Background: an optimization exercise with open tools, aiming at small area. Do not read the settings as production practice. Function was checked by simulation only, so behaviour that the tests miss may differ from the original. Power and IR drop assume default switching activity.

## TopModule
module TopModule(
        input logic clk,
        input logic rst,
        input middleB,
        input upB,
        input leftB,
        input rightB,
        input downB,
        input [15:0] sw,
        output logic [6:0] seg,
        output logic dp,
        output logic [3:0] an,
        output logic [15:0] led
    );
clock: 6.0 ns
lec_check: 0
abc_area: 1
cap_margin: 20
core_margin: 2
core_utilization: 55
gpl_timing_driven: 0
place_density: 0.85
slew_margin: 20
standard.sh (not shown) runs the stock make flow with config.mk's settings and CLKGATE_MAP_FILE= SYNTH_SCRIPT=/design/flow/synth_recipe.tcl, a recipe that flattens the netlist after the stock synthesis.
==> flow/flow/run.sh <==
#!/bin/bash
# Own layout flow: the standard synthesis, then the combinational logic
# between the (unchanged) registers is re-mapped by ABC with a stronger
# area script, then the standard layout from that netlist on, with
# clock-tree and port-buffer options for area. Each tool logs to its own file.
set -euo pipefail
HERE=$(pwd)
RES=$HERE/orfs/results/$FLOW_PLATFORM/TopModule/base
LIB=$FLOW_HOME/platforms/$FLOW_PLATFORM/lib/sky130_fd_sc_hd__tt_025C_1v80.lib

# 1. standard synthesis (the standard flow's own, unchanged)
bash standard.sh synth > log_synth.txt 2>&1

# 2. re-map the combinational logic; registers stay as they are
cp $RES/1_2_yosys.v $HERE/netlist_std.v
cp $RES/1_2_yosys.v $RES/1_2_yosys_std.v
python3 flow/split_lib.py $LIB $HERE/comb.lib $HERE/seq.lib > log_split.txt 2>&1
DU=""
for c in $(grep -A40 '^export DONT_USE_CELLS' $FLOW_HOME/platforms/$FLOW_PLATFORM/config.mk | grep -o 'sky130_fd_sc_hd__[a-z0-9_]*'); do
  DU="$DU -dont_use $c"
done
cat > $HERE/reopt.ys <<EOY
read_liberty -ignore_miss_func -ignore_miss_data_latch $HERE/comb.lib
read_liberty -lib $HERE/seq.lib
read_verilog $HERE/netlist_std.v
hierarchy -top $FLOW_TOP
flatten
opt_clean -purge
abc -script $HERE/flow/abc_area.script -liberty $LIB $DU
opt_clean -purge
hilomap -singleton -hicell sky130_fd_sc_hd__conb_1 HI -locell sky130_fd_sc_hd__conb_1 LO
splitnets
opt_clean -purge
insbuf -buf sky130_fd_sc_hd__buf_4 A X
tee -o $HERE/reopt_stat.txt stat -liberty $LIB
write_verilog -noattr -nohex -nodec $HERE/netlist_reopt.v
EOY
yosys -l log_reopt.txt -q -s $HERE/reopt.ys > /dev/null 2>&1

# 3. prove the re-mapped logic equal to the standard synthesis's (registers
#    cut open, SAT on the miter); keep the standard netlist if it is not
python3 flow/cut.py $HERE/netlist_std.v $HERE/cut_std.v
python3 flow/cut.py $HERE/netlist_reopt.v $HERE/cut_reopt.v
if yosys -l log_equiv.txt -q -p "read_liberty -ignore_miss_func -ignore_miss_data_latch $HERE/comb.lib; read_verilog $HERE/cut_std.v; rename $FLOW_TOP gold; read_verilog $HERE/cut_reopt.v; rename $FLOW_TOP gate; flatten gold gate; opt_clean; miter -equiv -flatten -make_outputs gold gate miter; hierarchy -top miter; sat -verify -prove trigger 0" > /dev/null 2>&1; then
  echo "re-mapped netlist proven equal; using it" > equiv_result.txt
  cp $HERE/netlist_reopt.v $RES/1_2_yosys.v
else
  echo "re-mapped netlist NOT proven equal; keeping the standard one" > equiv_result.txt
  cp $HERE/netlist_std.v $RES/1_2_yosys.v
fi
rm -f $HERE/comb.lib $HERE/seq.lib $HERE/cut_std.v $HERE/cut_reopt.v
touch $RES/1_2_yosys.v

# 4. the rest of the standard layout
export CTS_ARGS="-sink_clustering_enable -repair_clock_nets -dont_use_dummy_load -buf_list sky130_fd_sc_hd__clkbuf_8 -sink_clustering_size 16 -sink_clustering_max_diameter 60"
export BUFFER_PORTS_ARGS="-buffer_cell sky130_fd_sc_hd__buf_1"
bash standard.sh > log_layout.txt 2>&1
Other scripts of this flow, unchanged in this note and not shown: flow/flow/abc_area.script, flow/flow/cut.py, flow/flow/split_lib.py
The starting point ran to the end with no violations.
Next try:
--- a/flow/flow/run.sh
+++ b/flow/flow/run.sh
@@ -54,3 +54,3 @@
 # 4. the rest of the standard layout
-export CTS_ARGS="-sink_clustering_enable -repair_clock_nets -dont_use_dummy_load -buf_list sky130_fd_sc_hd__clkbuf_8 -sink_clustering_size 16 -sink_clustering_max_diameter 60"
+export CTS_ARGS="-sink_clustering_enable -repair_clock_nets -dont_use_dummy_load -buf_list sky130_fd_sc_hd__clkbuf_8 -sink_clustering_size 18 -sink_clustering_max_diameter 60"
 export BUFFER_PORTS_ARGS="-buffer_cell sky130_fd_sc_hd__buf_1"
CORE_UTILIZATION = 40   (was 55)
The changed run completed with no timing, DRC or antenna violations.
Wire length climbs by 5.6%.
Die area climbs by 37%.
Maximum frequency climbs by 1.5%.
Clock skew climbs by 0.024 ns.
Next try:
--- a/flow/flow/run.sh
+++ b/flow/flow/run.sh
@@ -54,3 +54,3 @@
 # 4. the rest of the standard layout
-export CTS_ARGS="-sink_clustering_enable -repair_clock_nets -dont_use_dummy_load -buf_list sky130_fd_sc_hd__clkbuf_8 -sink_clustering_size 18 -sink_clustering_max_diameter 60"
+export CTS_ARGS="-sink_clustering_enable -repair_clock_nets -dont_use_dummy_load -buf_list sky130_fd_sc_hd__clkbuf_8 -sink_clustering_size 16 -sink_clustering_max_diameter 60"
 export BUFFER_PORTS_ARGS="-buffer_cell sky130_fd_sc_hd__buf_1"
The changed run ran to the end with no violations.
Critical path depth is unchanged.
Wire length rises slightly.
Flip-flop and latch count is unchanged.
Non-clock buffer count does not change.
First-iteration DRC count rises slightly.
Synthesized cell count is unchanged.
Global-route usage rises by 0.19 points.
Worst setup slack gets worse by 0.011 ns.
Clock-buffer cell count rises by 2.
Synthesized area stays the same.
Power rises slightly.

========
Setup of run 1:
TopModule, a different RTL version from the one above (not shown whole).
For scale: ~1200 cells after synthesis, about 51 I/O pins.
// TopModule
module TopModule(
        input logic clk,
        input logic rst,
        input middleB,
        input upB,
        input leftB,
        input rightB,
        input downB,
        input [15:0] sw,
        output logic [6:0] seg,
        output logic dp,
        output logic [3:0] an,
        output logic [15:0] led
    );
export LEC_CHECK = 0
export ABC_AREA = 1
export CAP_MARGIN = 20
export CORE_MARGIN = 2
export CORE_UTILIZATION = 40
export GPL_TIMING_DRIVEN = 0
export PLACE_DENSITY = 0.75
export SLEW_MARGIN = 20
create_clock -name core_clock -period 6.0 [get_ports {clk}]
==> flow/flow/run.sh <==
#!/bin/bash
# Own layout flow: the standard synthesis, then the combinational logic
# between the (unchanged) registers is re-mapped by ABC with a stronger
# area script, then the standard layout from that netlist on, with
# clock-tree and port-buffer options for area. Each tool logs to its own file.
set -euo pipefail
HERE=$(pwd)
RES=$HERE/orfs/results/$FLOW_PLATFORM/TopModule/base
LIB=$FLOW_HOME/platforms/$FLOW_PLATFORM/lib/sky130_fd_sc_hd__tt_025C_1v80.lib

# 1. standard synthesis (the standard flow's own, unchanged)
bash standard.sh synth > log_synth.txt 2>&1

# 2. re-map the combinational logic; registers stay as they are
cp $RES/1_2_yosys.v $HERE/netlist_std.v
cp $RES/1_2_yosys.v $RES/1_2_yosys_std.v
python3 flow/split_lib.py $LIB $HERE/comb.lib $HERE/seq.lib > log_split.txt 2>&1
DU=""
for c in $(grep -A40 '^export DONT_USE_CELLS' $FLOW_HOME/platforms/$FLOW_PLATFORM/config.mk | grep -o 'sky130_fd_sc_hd__[a-z0-9_]*'); do
  DU="$DU -dont_use $c"
done
cat > $HERE/reopt.ys <<EOY
read_liberty -ignore_miss_func -ignore_miss_data_latch $HERE/comb.lib
read_liberty -lib $HERE/seq.lib
read_verilog $HERE/netlist_std.v
hierarchy -top $FLOW_TOP
flatten
opt_clean -purge
abc -script $HERE/flow/abc_area.script -liberty $LIB $DU
opt_clean -purge
hilomap -singleton -hicell sky130_fd_sc_hd__conb_1 HI -locell sky130_fd_sc_hd__conb_1 LO
splitnets
opt_clean -purge
insbuf -buf sky130_fd_sc_hd__buf_4 A X
tee -o $HERE/reopt_stat.txt stat -liberty $LIB
write_verilog -noattr -nohex -nodec $HERE/netlist_reopt.v
EOY
yosys -l log_reopt.txt -q -s $HERE/reopt.ys > /dev/null 2>&1
rm -f $HERE/comb.lib $HERE/seq.lib
cp $HERE/netlist_reopt.v $RES/1_2_yosys.v
touch $RES/1_2_yosys.v

# 3. the rest of the standard layout
export CTS_ARGS="-sink_clustering_enable -repair_clock_nets -dont_use_dummy_load -buf_list sky130_fd_sc_hd__clkbuf_8 -sink_clustering_size 20 -sink_clustering_max_diameter 60"
export BUFFER_PORTS_ARGS="-buffer_cell sky130_fd_sc_hd__buf_1"
bash standard.sh > log_layout.txt 2>&1
==> flow/flow/abc_area.script <==
strash; balance; rewrite; refactor; balance; rewrite; rewrite -z; balance; refactor -z; rewrite -z; balance; dc2; balance; rewrite; refactor; balance; rewrite; rewrite -z; balance; refactor -z; rewrite -z; balance; &get -n; &dch -f; &nf -p -R 1000 -F 8 -A 4; &put; topo
Other scripts of this flow, unchanged in this note and not shown: flow/flow/split_lib.py
Input changes introduced in run 2 (baseline for comparison: run 1):
# run 1
export LEC_CHECK = 0
export ABC_AREA = 1
export CAP_MARGIN = 20
export CORE_MARGIN = 2
export CORE_UTILIZATION = 40
export GPL_TIMING_DRIVEN = 0
export PLACE_DENSITY = 0.75
export SLEW_MARGIN = 20
create_clock -name core_clock -period 6.0 [get_ports {clk}]
# run 2
export LEC_CHECK = 0
export ABC_AREA = 1
export CAP_MARGIN = 20
export CORE_MARGIN = 2
export CORE_UTILIZATION = 40
export GPL_ROUTABILITY_DRIVEN = 0
export GPL_TIMING_DRIVEN = 0
export PLACE_DENSITY = 0.85
export SLEW_MARGIN = 20
create_clock -name core_clock -period 6.0 [get_ports {clk}]
--- a/flow/flow/run.sh
+++ b/flow/flow/run.sh
@@ -43,3 +43,3 @@
 # 3. the rest of the standard layout
-export CTS_ARGS="-sink_clustering_enable -repair_clock_nets -dont_use_dummy_load -buf_list sky130_fd_sc_hd__clkbuf_8 -sink_clustering_size 20 -sink_clustering_max_diameter 60"
+export CTS_ARGS="-sink_clustering_enable -repair_clock_nets -dont_use_dummy_load -buf_list sky130_fd_sc_hd__clkbuf_8 -sink_clustering_size 16 -sink_clustering_max_diameter 60"
 export BUFFER_PORTS_ARGS="-buffer_cell sky130_fd_sc_hd__buf_1"
==> comparison <==
NOTE number of global-route vias before repair run 1->run 2 increased by a few percent. Relative to run 1, the first-iteration DRC count of run 2 is higher by about 25%. Run 2 -> run 1: core utilization flat. In the tables for run 1 and run 2, wire length of the first global-routing pass reads lower with run 2.
> inputs changed (run 2 -> run 3)
# run 2
export LEC_CHECK = 0
export ABC_AREA = 1
export CAP_MARGIN = 20
export CORE_MARGIN = 2
export CORE_UTILIZATION = 40
export GPL_ROUTABILITY_DRIVEN = 0
export GPL_TIMING_DRIVEN = 0
export PLACE_DENSITY = 0.85
export SLEW_MARGIN = 20
create_clock -name core_clock -period 6.0 [get_ports {clk}]
# run 3
export LEC_CHECK = 0
export ABC_AREA = 1
export CAP_MARGIN = 20
export CORE_MARGIN = 2
export CORE_UTILIZATION = 40
export GPL_TIMING_DRIVEN = 0
export PLACE_DENSITY = 0.75
export SLEW_MARGIN = 20
create_clock -name core_clock -period 6.0 [get_ports {clk}]
==> comparison <==
Both conditions hold for run 3: the flow ran to the end and the final layout passed the timing, DRC and antenna checks. Run 3 vs. run 2: via count of the first global-routing pass moved down; wire length the detailed router placed on met1 went up; via count lower. In the tables for run 3 and run 2, timing-limited maximum frequency reads higher with run 2. The utilization of run 2 and that of run 3 are within noise of each other. Compared with run 2, in run 3 final critical delay including setup and external delays increased 0.12 ns; share of power burned in the clock network increased 0.5 points; number of buffers added by the clock tree synthesis step increased about 4%; final area essentially unchanged.
Relative to run 3, the following input files were edited for run 4:
# run 3
export LEC_CHECK = 0
export ABC_AREA = 1
export CAP_MARGIN = 20
export CORE_MARGIN = 2
export CORE_UTILIZATION = 40
export GPL_TIMING_DRIVEN = 0
export PLACE_DENSITY = 0.75
export SLEW_MARGIN = 20
create_clock -name core_clock -period 6.0 [get_ports {clk}]
# run 4
export LEC_CHECK = 0
export ABC_AREA = 1
export CAP_MARGIN = 10
export CORE_MARGIN = 2
export CORE_UTILIZATION = 40
export GPL_TIMING_DRIVEN = 0
export SLEW_MARGIN = 10
create_clock -name core_clock -period 6.0 [get_ports {clk}]
--- a/flow/flow/run.sh
+++ b/flow/flow/run.sh
@@ -43,3 +43,3 @@
 # 3. the rest of the standard layout
-export CTS_ARGS="-sink_clustering_enable -repair_clock_nets -dont_use_dummy_load -buf_list sky130_fd_sc_hd__clkbuf_8 -sink_clustering_size 16 -sink_clustering_max_diameter 60"
+export CTS_ARGS="-sink_clustering_enable -repair_clock_nets -dont_use_dummy_load -buf_list sky130_fd_sc_hd__clkbuf_8 -sink_clustering_size 20 -sink_clustering_max_diameter 60"
 export BUFFER_PORTS_ARGS="-buffer_cell sky130_fd_sc_hd__buf_1"
==> flow/flow/abc_area.script <==
strash; balance; rewrite; refactor; balance; rewrite; rewrite -z; balance; refactor -z; rewrite -z; balance; dc2; balance; rewrite; refactor; balance; rewrite; rewrite -z; balance; refactor -z; rewrite -z; balance; &get -n; &dch -f; &nf -p -R 1000 -F 8 -A 4; &put; topo; strash; &get -n; &dch -f; &nf -p -R 1000 -F 8 -A 4; &put; topo
==> comparison <==
Run 3 went all the way through synthesis, placement and routing and the layout is clean on timing, DRC and antenna.
Layout checks on run 4: not met. Flow itself completed; violations: capacitance limit, slew limit.
Going from run 3 to run 4, combinational cell fraction of total power grows by 0.7 points.
Looking at worst-path cell with the longest stage delay, the dfxtp_1 result is from run 4; the nand3_1 one comes from run 3.
In run 4 relative to run 3, number of instances in the placed design had gone down slightly.
Compared with run 3, summed area of non-filler cells in the final layout in run 4 increased slightly.
Count of clock-net buffers in the final layout ended up about 8% lower on run 4 than on run 3.
Of the two candidates, run 3 has the better wire length and run 4 the worse one.
Against run 3, run 4 comes in 0.85 points higher on overall global routing resource usage.

-- separate check: timing with driven ports --
The flow's constraints put no driver on any port. The routed layouts listed below were extracted and timed again, unchanged, in two steps. Step 1, drivers: a clkbuf_16 drives clk and a buf_2 each remaining input, both assumed. Step 2 moves the port delays by t, midway between the first and last clock arrival at a register: inputs arrive t later, outputs are due t later. That takes back most of the time a late clock gives input paths. a / b / c = ideal ports / drivers / drivers and shift; a / b = the first two.
run	t (ns)	setup WS [ns]	worst data-port slew with drivers (ns)
the first run of note 1	0.616	0.256 / 0.212 / 0.828	0.03
the second run of note 1	0.605	0.343 / 0.299 / 0.904	0.04
the third run of note 1	0.627	0.332 / 0.286 / 0.913	0.04
run 1	0.606	0.645 / 0.599 / 1.205	0.04
run 2	0.613	0.801 / 0.756 / 1.216	0.04
run 3	0.631	0.681 / 0.637 / 1.268	0.04
run 4	0.621	0.476 / 0.431 / 1.052	0.03
